From an optimization exercise on the open Yosys and OpenROAD flow, aimed at small area; shortcuts taken in it are not production practice. In this exercise RTL edits were held to simulation tests only and were not proved equivalent to the original. No activity file was given, so power comes from the tool's default toggle rates.

==> flow/design.v, too long to show whole: its modules and the start of the top module <==
// module ticket_booking_system: 717 lines
// module tbk_glue: 980 lines
// module tbk_a2111o_1: 3 lines
// module tbk_a21o_1: 3 lines
// module tbk_a222oi_1: 3 lines
// module tbk_a22o_1: 3 lines
// module tbk_a31oi_1: 3 lines
// module tbk_a32o_1: 3 lines
// module tbk_a32oi_1: 3 lines
// module tbk_and2_0: 3 lines
// module tbk_and3b_1: 3 lines
// module tbk_clkinv_1: 3 lines
// module tbk_nand2_1: 3 lines
// module tbk_nand2b_1: 3 lines
// module tbk_nand3_1: 3 lines
// module tbk_nand4_1: 3 lines
// module tbk_nor2_1: 3 lines
// module tbk_o21a_1: 3 lines
// module tbk_o21ai_0: 3 lines
// module tbk_o21bai_1: 3 lines
// module tbk_o22a_1: 3 lines
// module tbk_o22ai_1: 3 lines
// module tbk_o32a_1: 3 lines
// module tbk_or2_0: 3 lines
// module tbk_or3_1: 3 lines
// module tbk_xor2_1: 3 lines
module ticket_booking_system (
    input clk,
    input rst,
    input book,
    input cancel,
    input check,
    input [3:0] seat_type,
    input [4:0] travel_date,
    output reg [7:0] price,
    output reg [7:0] seats_left,
    output reg booking_success,
    output reg cancel_success,
    output reg availability_status
);
  // ...
==> flow/run.sh <==
#!/bin/bash
# synth_recipe.tcl (not shown) runs the flow's synth.tcl, then flattens the netlist and writes it again
# the make line also repeats each setting of config.mk as NAME=value (left out here)
make -C /OpenROAD-flow-scripts/flow DESIGN_CONFIG=/design/flow/config.mk WORK_HOME=/design/flow/orfs CLKGATE_MAP_FILE= SYNTH_SCRIPT=/design/flow/synth_recipe.tcl finish
==> flow/config.mk <==
export PLATFORM = sky130hd
export DESIGN_NAME = ticket_booking_system
export DESIGN_NICKNAME = ticket_booking_system
export VERILOG_FILES = /design/flow/design.v
export SDC_FILE = /design/flow/constraint.sdc
export NUM_CORES = 4
export LEC_CHECK = 0
export CAP_MARGIN = 20
export CORE_MARGIN = 2
export CORE_UTILIZATION = 55
export CTS_BUF_LIST = sky130_fd_sc_hd__clkbuf_16
export CTS_CLUSTER_DIAMETER = 80
export CTS_CLUSTER_SIZE = 24
export PLACE_DENSITY = 0.7
export SLEW_MARGIN = 20
export SYNTH_HIERARCHICAL = 1
export SYNTH_MINIMUM_KEEP_SIZE = 0
==> flow/constraint.sdc <==
create_clock -name core_clock -period 8.0 [get_ports {clk}]
set_input_delay 1.6000 -clock core_clock [delete_from_list [all_inputs] [get_ports {clk}]]
set_output_delay 1.6000 -clock core_clock [all_outputs]
set_load 0.01 [all_outputs]
==> out/results.ini, run 1 <==
[routing]
first_pass_iters = 6
wl_met3_mm = 3.67
drt_iter0_markers = 1905
drt-met1-wl_mm = 16.5

[worst_hold_path]
hold_depth = 1

[cells_and_area]
diodes = 1
inverters = 31
reg_top3 = mem (336), price (7), seats_left (4)
nets = 1235
fillers = 1842
buffers = 52
largestClassByArea = registers
fin_area_um2 = 14300
area_delta_synth_final_pct = 11.3
seqCellArea_um2 = 7180

[place]
dp_hpwl_mm = 24.6

[power_and_ir_drop]
p_leak_nw = 5.33
p_int_w = 0.00233
power_density_nw_per_um2 = 212
power_w = 0.00304

[global_routing]
grt_pass1_vias = 9919
grt_pass1_wl_mm = 57.2
busiest_layer = met2

[synthesis]
yosysTopAreaCell = dfxtp_1
seq_area_frac_synth_pct = 55.9
syn_inst = 1150
synth-compound-area-share_pct = 33.9

[timing]
hold_viol_final = 0
grt_setup_unrepaired = no
period_minus_slack_ns = 7.28

[clocking]
clock_path_buffers = 3
cts-root-buf = clkbuf_16
cts_hold_buf = 0
clkLatencyLatePin_ns = 0.53

[setup_path]
crit_type = input port to flip-flop
rrSetupSlack_ns = 1.91
crit_start = seat_type[1]
endpoint_kind = flip-flop
rr_endpoint = mem[64]

[outcome]
status = no timing/DRC/antenna violations

[job]
maxCapViolCount = 0

==> run 2: changes to the inputs <==
--- a/flow/config.mk
+++ b/flow/config.mk
@@ -12,4 +12,5 @@
 export CTS_CLUSTER_DIAMETER = 80
 export CTS_CLUSTER_SIZE = 24
+export GPL_TIMING_DRIVEN = 0
 export PLACE_DENSITY = 0.7
 export SLEW_MARGIN = 20
==> run 2 against run 1 <==
Compared with the run above: global-route usage down 2.3 points; final cell count decreased by 0.65%; worst hold slack lost 0.018 ns; die area is the same; fmax fell by 3.3%; first-iteration DRC count is 16% lower.
==> out/results.ini, run 2 <==
[setup_path]
endpoint_kind = flip-flop  ; unchanged
cp_num_buf_inv = 7  ; was 6
critPathSlowestCell = clkdlybuf4s50_1  ; unchanged
crit_type = input port to flip-flop  ; unchanged
max_stage_delay_ns = 0.67  ; was 0.58 ns
crit_path_start_kind = input port  ; unchanged
cp_max_fo = 19  ; was 16
cp.arrival_ns = 7.99  ; was 7.71 ns
required_ns = 8.46  ; was 8.42 ns
path_delay_family = simple AND/OR/NAND/NOR gates  ; unchanged
cp_common_cell = nor2_1  ; unchanged

[synthesis]
ys_ff_latch = 354  ; unchanged
synth_common_cells = a22o_1 (340), dfxtp_1 (336), nor2_1 (179)  ; unchanged
synth.most_common_cell = a22o_1  ; unchanged
synth-edff-count = 0  ; unchanged
avgSynthCellArea_um2 = 11.2  ; unchanged
synth-main-ff-cell = dfxtp_1  ; unchanged
yosys-top-cells-area = dfxtp_1 (52%), a22o_1 (23%), a222oi_1 (8.7%)  ; unchanged
synthArstFlopShare_pct = 5.08  ; unchanged
yosysTopAreaCell = dfxtp_1  ; unchanged
ys_types = 28  ; unchanged
synth_top_area_share_pct = 52.4  ; unchanged
yosysWarnings = 7  ; unchanged
synth_area_um2 = 12800  ; unchanged
syn_inst = 1150  ; unchanged
seq_area_frac_synth_pct = 55.9  ; unchanged

[floorplan]
row_count = 55  ; unchanged
die-area_um2 = 24600  ; unchanged
start_util_pct = 56.4  ; unchanged
core-area_um2 = 22800  ; unchanged
die_h_um = 157  ; unchanged
io_pins = 33  ; unchanged
chipWidth_um = 157  ; unchanged

[global_routing]
grt_overflow = 0  ; unchanged
grt_max_degree = 49  ; was 36
grt_pass1_vias = 9290  ; was 9919
grt_pass1_wl_mm = 52.9  ; was 57.2 mm
antenna_found_initial = 0  ; was 1
grt_usage_pct = 27.3  ; was 29.6%

[clocking]
cts_tree = built  ; unchanged
cts-buffers-inserted = 18  ; unchanged
cts_hold_buf = 0  ; unchanged
cts.htree.levels = 1  ; unchanged
clkLatencyLatePin_ns = 0.52  ; was 0.53 ns
cts-root-buf = clkbuf_16  ; unchanged
clock_path_buffers = 3  ; unchanged
clock_sinks = 354  ; unchanged
clk_pin_slew_ns = 0.09  ; about the same

[routing]
vias_per_cell = 6.71  ; was 7.00
drc = 0  ; unchanged
drt_iter0_markers = 1598  ; was 1905
ant_nets = 0  ; unchanged
route.vias.total = 10200  ; was 10800
first_pass_iters = 11  ; was 6
routedWlPerCell_um = 22.4  ; was 24.1 um
drt-total-wl_mm = 34.3  ; was 37.0 mm

[cells_and_area]
nets = 1223  ; was 1235
area_delta_synth_final_pct = 12.1  ; was 11.3%
layout_common_cells = a22o_1 (339), dfxtp_1 (336), nor2_1 (173)  ; was a22o_1 (339), dfxtp_1 (336), nor2_1 (177)
final_common_cell = a22o_1  ; unchanged
reg_top3 = mem (336), price (7), seats_left (4)  ; unchanged
drive_gt1_share_pct = 4.28  ; was 4.33%
fillers = 1846  ; was 1842
regMostFlops = mem  ; unchanged
largest_register_ffs = 336  ; unchanged
diodes = 0  ; was 1

[place]
dp_hpwl_mm = 23.0  ; was 24.6 mm
gp_congestion = 0.870  ; was 0.957
dp_slack_ns = -0.794  ; was 0.444 ns
io_buffers = 27  ; unchanged

[power_and_ir_drop]
power_w = 0.00304  ; about the same
ir_drop_uv = 122  ; was 159 uV
power_density_nw_per_um2 = 211  ; was 212 nW/um^2
p_leak_nw = 5.35  ; was 5.33 nW

[timing]
setup_viol = 0  ; unchanged
slew-limit-headroom_pct = 48.1  ; was 31.5%
hold_viol_final = 0  ; unchanged
setup_slack_ns = 0.467  ; was 0.717 ns
finalCritPeriodShare_pct = 94.2  ; was 91.0%
period_minus_slack_ns = 7.53  ; was 7.28 ns
skew_ns = 0.0134  ; was 0.0215 ns
tightest_slew_ns = 0.778  ; was 1.03 ns
hold_ws_ns = 0.406  ; was 0.424 ns
tns_ns = 0  ; unchanged
slew_violations = 0  ; unchanged
timing.fmax_ghz = 0.133  ; was 0.137 GHz

[worst_hold_path]
min_path_type = flip-flop to flip-flop  ; unchanged

[outcome]
status = no timing/DRC/antenna violations  ; unchanged

[job]
maxCapViolCount = 0  ; unchanged

-- run 2: changes by cell type in the layout (fill, tap and decap cells not counted), sizes merged --
cell | before | now
buf | 25 | 13
clkinv | 1 | 0
inv | 33 | 36
clkbuf | 19 | 20
diode | 1 | 0
-- run 2: cell families (layout without fill, tap and decap cells) --
family,count (synthesis),after routing,share of synthesized area (%)
buffers and inverters,36,96,1.20
XOR/XNOR,1,1,0.0682
flip-flops,354,354,55.9
AND/OR/NAND/NOR,268,268,8.95
AO/OA/AOI/OAI,490,490,33.9
other,1,5,0.0292
-- run 2: layout make-up --
type | count | area (um^2) | share of cell area, %
buffer | 5 | 37.5 | 0.261
clock buffer | 20 | 500 | 3.48
clock inverter | 5 | 18.8 | 0.130
inverter | 31 | 116 | 0.808
multi-input combinational | 764 | 5690 | 39.5
sequential | 354 | 7180 | 49.8
tap | 313 | 392 | 2.72
timing repair buffer | 35 | 463 | 3.22
-- run 2: timing repair --
action | CTS | global route
endpoints found under the hold margin | 0 | 0
pin swaps | 0 | 1
gates resized for setup | 6 | 13
setup endpoints to repair | 209 | 336
setup buffers | 0 | 1
-- run 2: final timing paths --
kind / startpoint / end / slack, ns / cells past startpoint
hold / removal: busy / busy / 0.41 / 1
setup reg to reg: valid / mem[277] / 1.81 / 28
min in group asynchronous: rst / price[6] / 1.51 / 2
setup / recovery: travel_date[1] / mem[277] / 0.47 / 29
max in group asynchronous: rst / cancel_success / 6.01 / 2
hold reg to reg: busy / busy / 0.41 / 1
-- run 2: power breakdown --
group | internal [W] | total, W | switching [W]
clock network | 0.000449 | 0.000988 | 0.000539
registers | 0.00181 | 0.00184 | 0.0000286
logic | 0.0000840 | 0.000207 | 0.000123
total | 0.00235 | 0.00304 | 0.000691
-- run 2: routing by layer --
metal | vias to the layer above | wire, um | track usage, %
met3 | 71 | 2670 | 4.21
met4 | 0 | 1000 | 7.47
met2 | 435 | 14300 | 40.6
met1 | 4870 | 16200 | 41.0
met5 | - | 0 | 0
li1 | 4868 | - | -
-- run 2: metrics by stage --
step | utilization (%) | std cells | instance area, um^2
2_1_floorplan | - | 1154 | 12900
3_3_place_gp | 59.4 | 1494 | 13500
3_5_place_dp | 60.5 | 1501 | 13800
4_1_cts | 62.8 | 1526 | 14300
5_1_grt | 63.2 | 1527 | 14400
6_report | 63.2 | 1527 | 14400
-- run 2: modules after synthesis (local to each module, per instance), excerpt --
module	cell area (um^2)	copies in the design	flops+latches
tbk_or2_0	6.26	3	0
tbk_clkinv_1	3.75	30	0
tbk_a2111o_1	11.3	1	0
tbk_o32a_1	10.0	2	0
tbk_o21ai_0	5.00	17	0
tbk_o21bai_1	7.51	1	0
ticket_booking_system	7220	1	354
tbk_o22ai_1	6.26	4	0
==> run 3: changes to the inputs <==
==> flow/flow/run.sh (new file) <==
#!/bin/bash
# The standard layout (the standard.sh: ORFS synthesis to final layout),
# with one change: the port buffers that global placement inserts are the
# platform's smallest buffer instead of the one buffer_ports picks by itself.
set -euo pipefail
export BUFFER_PORTS_ARGS="-buffer_cell sky130_fd_sc_hd__buf_1"
bash standard.sh > standard.log 2>&1
==> flow/standard.sh (new file) <==
#!/bin/bash
# synth_recipe.tcl (not shown) runs the flow's synth.tcl, then flattens the netlist and writes it again
# the make line also repeats each setting of config.mk as NAME=value (left out here)
make -C /OpenROAD-flow-scripts/flow DESIGN_CONFIG=/design/flow/config.mk WORK_HOME=/design/flow/orfs CLKGATE_MAP_FILE= SYNTH_SCRIPT=/design/flow/synth_recipe.tcl "${@:-finish}"
--- a/flow/config.mk
+++ b/flow/config.mk
@@ -9,8 +9,7 @@
 export CORE_MARGIN = 2
 export CORE_UTILIZATION = 55
-export CTS_BUF_LIST = sky130_fd_sc_hd__clkbuf_16
-export CTS_CLUSTER_DIAMETER = 80
-export CTS_CLUSTER_SIZE = 24
-export GPL_TIMING_DRIVEN = 0
+export CTS_BUF_LIST = sky130_fd_sc_hd__clkbuf_4
+export CTS_CLUSTER_DIAMETER = 50
+export CTS_CLUSTER_SIZE = 10
 export PLACE_DENSITY = 0.7
 export SLEW_MARGIN = 20
removed: flow/run.sh
==> run 3 against run 2 <==
Compared with the run above: synthesized cell count stayed put; worst hold slack better by 0.0074 ns; worst setup slack gained 0.47 ns; core utilization decreased by 0.30 points; design area down 0.48%; register-to-register slack lost 0.08 ns; synthesized area unchanged; sequential power about the same; clock skew up 0.0087 ns; fmax increased by 6.6%; flip-flop and latch count unchanged; wire length increased by 9.6%; highest routed layer unchanged.
==> out/results.ini, run 3 <==
[routing]
ant_nets = 0  ; unchanged
drt-total-wl_mm = 37.6  ; was 34.3 mm
drt_iter0_markers = 1867  ; was 1598
routedWlPerCell_um = 23.3  ; was 22.4 um
first_pass_iters = 10  ; was 11
route.vias.total = 11000  ; was 10200
vias_per_cell = 6.85  ; was 6.71
drc = 0  ; unchanged

[setup_path]
cp_common_cell = nor2_1  ; unchanged
cp_max_fo = 10  ; was 19
critPathSlowestCell = a222oi_1  ; was clkdlybuf4s50_1
cp.arrival_ns = 7.70  ; was 7.99 ns
endpoint_kind = flip-flop  ; unchanged
required_ns = 8.63  ; was 8.46 ns
crit_path_start_kind = input port  ; unchanged
crit_type = input port to flip-flop  ; unchanged
max_stage_delay_ns = 0.54  ; was 0.67 ns

[power_and_ir_drop]
p_leak_nw = 5.48  ; was 5.35 nW
ir_drop_uv = 115  ; was 122 uV
power_density_nw_per_um2 = 201  ; was 211 nW/um^2

[clocking]
cts_hold_buf = 0  ; unchanged
post_cts_buffers = 0  ; unchanged
clk_pin_slew_ns = 0.11  ; was 0.09 ns
cts.htree.levels = 2  ; was 1
clkLatencyLatePin_ns = 0.69  ; was 0.52 ns
clock_sinks = 354  ; unchanged
cts-root-buf = clkbuf_4  ; was clkbuf_16
cts_tree = built  ; unchanged
clock_path_buffers = 3  ; unchanged
cts-resized-gates = 0  ; was 6
cts-buffers-inserted = 42  ; was 18

[synthesis]
synth_top_area_share_pct = 52.4  ; unchanged
synth-edff-count = 0  ; unchanged
ys_types = 28  ; unchanged
avgSynthCellArea_um2 = 11.2  ; unchanged
ys_ff_latch = 354  ; unchanged
synth_area_um2 = 12800  ; unchanged
yosys-top-cells-area = dfxtp_1 (52%), a22o_1 (23%), a222oi_1 (8.7%)  ; unchanged
seq_area_frac_synth_pct = 55.9  ; unchanged
synth-main-ff-cell = dfxtp_1  ; unchanged
syn_inst = 1150  ; unchanged
yosysTopAreaCell = dfxtp_1  ; unchanged
synth_common_cells = a22o_1 (340), dfxtp_1 (336), nor2_1 (179)  ; unchanged
yosysWarnings = 7  ; unchanged
synth.most_common_cell = a22o_1  ; unchanged
synthArstFlopShare_pct = 5.08  ; unchanged

[timing]
slew-limit-headroom_pct = 35.1  ; was 48.1%
period_minus_slack_ns = 7.07  ; was 7.53 ns
setup_viol = 0  ; unchanged
slew_violations = 0  ; unchanged
skew_ns = 0.0222  ; was 0.0134 ns
finalCritPeriodShare_pct = 88.3  ; was 94.2%
grt_setup_unrepaired = no
timing.fmax_ghz = 0.142  ; was 0.133 GHz
hold_viol_final = 0  ; unchanged
tns_ns = 0  ; unchanged
tightest_slew_ns = 0.971  ; was 0.778 ns

[cells_and_area]
regMostFlops = mem  ; unchanged
largest_register_ffs = 336  ; unchanged
reg_top3 = mem (336), price (7), seats_left (4)  ; unchanged
nets = 1303  ; was 1223
drive_gt1_share_pct = 9.94  ; was 4.28%
final_common_cell = a22o_1  ; unchanged
layout_common_cells = a22o_1 (339), dfxtp_1 (336), nor2_1 (177)  ; was a22o_1 (339), dfxtp_1 (336), nor2_1 (173)
utilization_pct = 62.9  ; was 63.2%
area_delta_synth_final_pct = 11.5  ; was 12.1%

[place]
gp_congestion = 0.981  ; was 0.870
io_buffers = 27  ; unchanged
dp_hpwl_mm = 24.6  ; was 23.0 mm

[global_routing]
grt_usage_pct = 29.9  ; was 27.3%
grt_pass1_wl_mm = 57.7  ; was 52.9 mm
grt_pass1_vias = 10200  ; was 9290
antenna_found_initial = 2  ; was 0
grt_overflow = 0  ; unchanged
grt_max_degree = 49  ; unchanged

[job]
maxCapViolCount = 0  ; unchanged

[floorplan]
die_h_um = 157  ; unchanged
die-area_um2 = 24600  ; unchanged
chipWidth_um = 157  ; unchanged
io_pins = 33  ; unchanged
start_util_pct = 56.4  ; unchanged
row_count = 55  ; unchanged
core-area_um2 = 22800  ; unchanged

[worst_hold_path]
min_path_type = flip-flop to flip-flop  ; unchanged

[outcome]
status = no timing/DRC/antenna violations  ; unchanged

[run 3: cell families after synthesis]
logic type | share of synthesized area [%]
AO/OA/AOI/OAI | 33.9
flip-flops | 55.9
AND/OR/NAND/NOR | 8.95
buffers and inverters | 1.20
XOR/XNOR | 0.0682
other | 0.0292
[run 3: final timing paths]
check,startpoint,endpoint,slack (ns),depth (start not counted)
max,seat_type[1],mem[64],0.93,30
min,busy,busy,0.41,1
max reg2reg,valid,mem[64],1.73,29
min reg2reg,busy,busy,0.41,1
max in group asynchronous,rst,seats_left[0],6.60,2
min in group asynchronous,rst,valid,0.97,2
[run 3: area by class of cell]
class | instances | area (um^2)
Inverter | 31 | 116
Clock inverter | 4 | 23.8
Multi-Input combinational cell | 764 | 5570
Fill cell | 1894 | 8450
Tap cell | 313 | 392
Clock buffer | 49 | 368
Antenna cell | 2 | 5.00
Timing Repair Buffer | 96 | 682
Sequential cell | 354 | 7180
[run 3: worst max-delay path: cells and delay by family]
family | cells | cell delay, ns
compound gates | 5 | 1.14
buf+inv | 7 | 1.09
simple gates | 18 | 3.82
[run 3: routing by layer]
layer	global-route usage (%)	part of all wire, %
met2	44.7	43
met1	42.8	44
met4	11.2	2.9
met5	0	0
met3	6.06	10
[run 3: per-module statistics from Yosys (local to each module, per instance), excerpt]
module        copies in the design  cells  area [um^2]  flip-flops and latches
tbk_a2111o_1                     1      1         11.3                       0
tbk_a222oi_1                   112      1         10.0                       0
tbk_a22o_1                     340      1         8.76                       0
tbk_a32o_1                       1      1         10.0                       0
tbk_clkinv_1                    30      1         3.75                       0
tbk_nand3_1                      7      1         5.00                       0
tbk_o21a_1                       1      1         7.51                       0
tbk_o32a_1                       2      1         10.0                       0
tbk_or2_0                        3      1         6.26                       0
[run 3: per-stage QoR]
step | power, W | cells | hold WS, ns | setup slack (ns) | cell area, um^2
floorplan | 0.00198 | 1154 | 0.384 | 0.722 | 12900
global placement | 0.00206 | 1558 | 0.397 | 0.565 | 13900
detailed placement | 0.00206 | 1558 | 0.401 | 0.467 | 13900
CTS | 0.00290 | 1611 | 0.417 | 1.17 | 14300
global route | 0.00300 | 1613 | 0.438 | 0.496 | 14300
finish | 0.00289 | 1613 | 0.414 | 0.934 | 14300
[run 3: report_power, final]
group | internal [W] | total [W] | switching, W
clock | 0.000284 | 0.000857 | 0.000572
sequential | 0.00181 | 0.00184 | 0.0000297
combinational | 0.0000622 | 0.000185 | 0.000123
total | 0.00216 | 0.00289 | 0.000725

## port drivers added, routing unchanged
How much do the figures lean on ideal ports? The routed layouts below were timed once more, with nothing changed but the port constraints. Step 1, drivers: a clkbuf_16 drives clk and a buf_2 each remaining input, both assumed. Step 2 moves the port delays by t, midway between the first and last clock arrival at a register: inputs arrive t later, outputs are due t later. That takes back most of the time a late clock gives input paths. Three values: ideal, step 1, step 2; two values: the first two.
run	t (ns)	setup WS [ns]	cell pins on the clock port's net
run 1	0.567	0.717 / 0.725 / 0.159	1
run 2	0.561	0.467 / 0.468 / -0.093	1
run 3	0.719	0.934 / 0.952 / 0.233	1
Met with ideal ports but missed after step 2: setup timing in run 2. The setup slack of run 3, which loses most, moves by +0.018 ns with the drivers and by -0.701 ns with both steps.
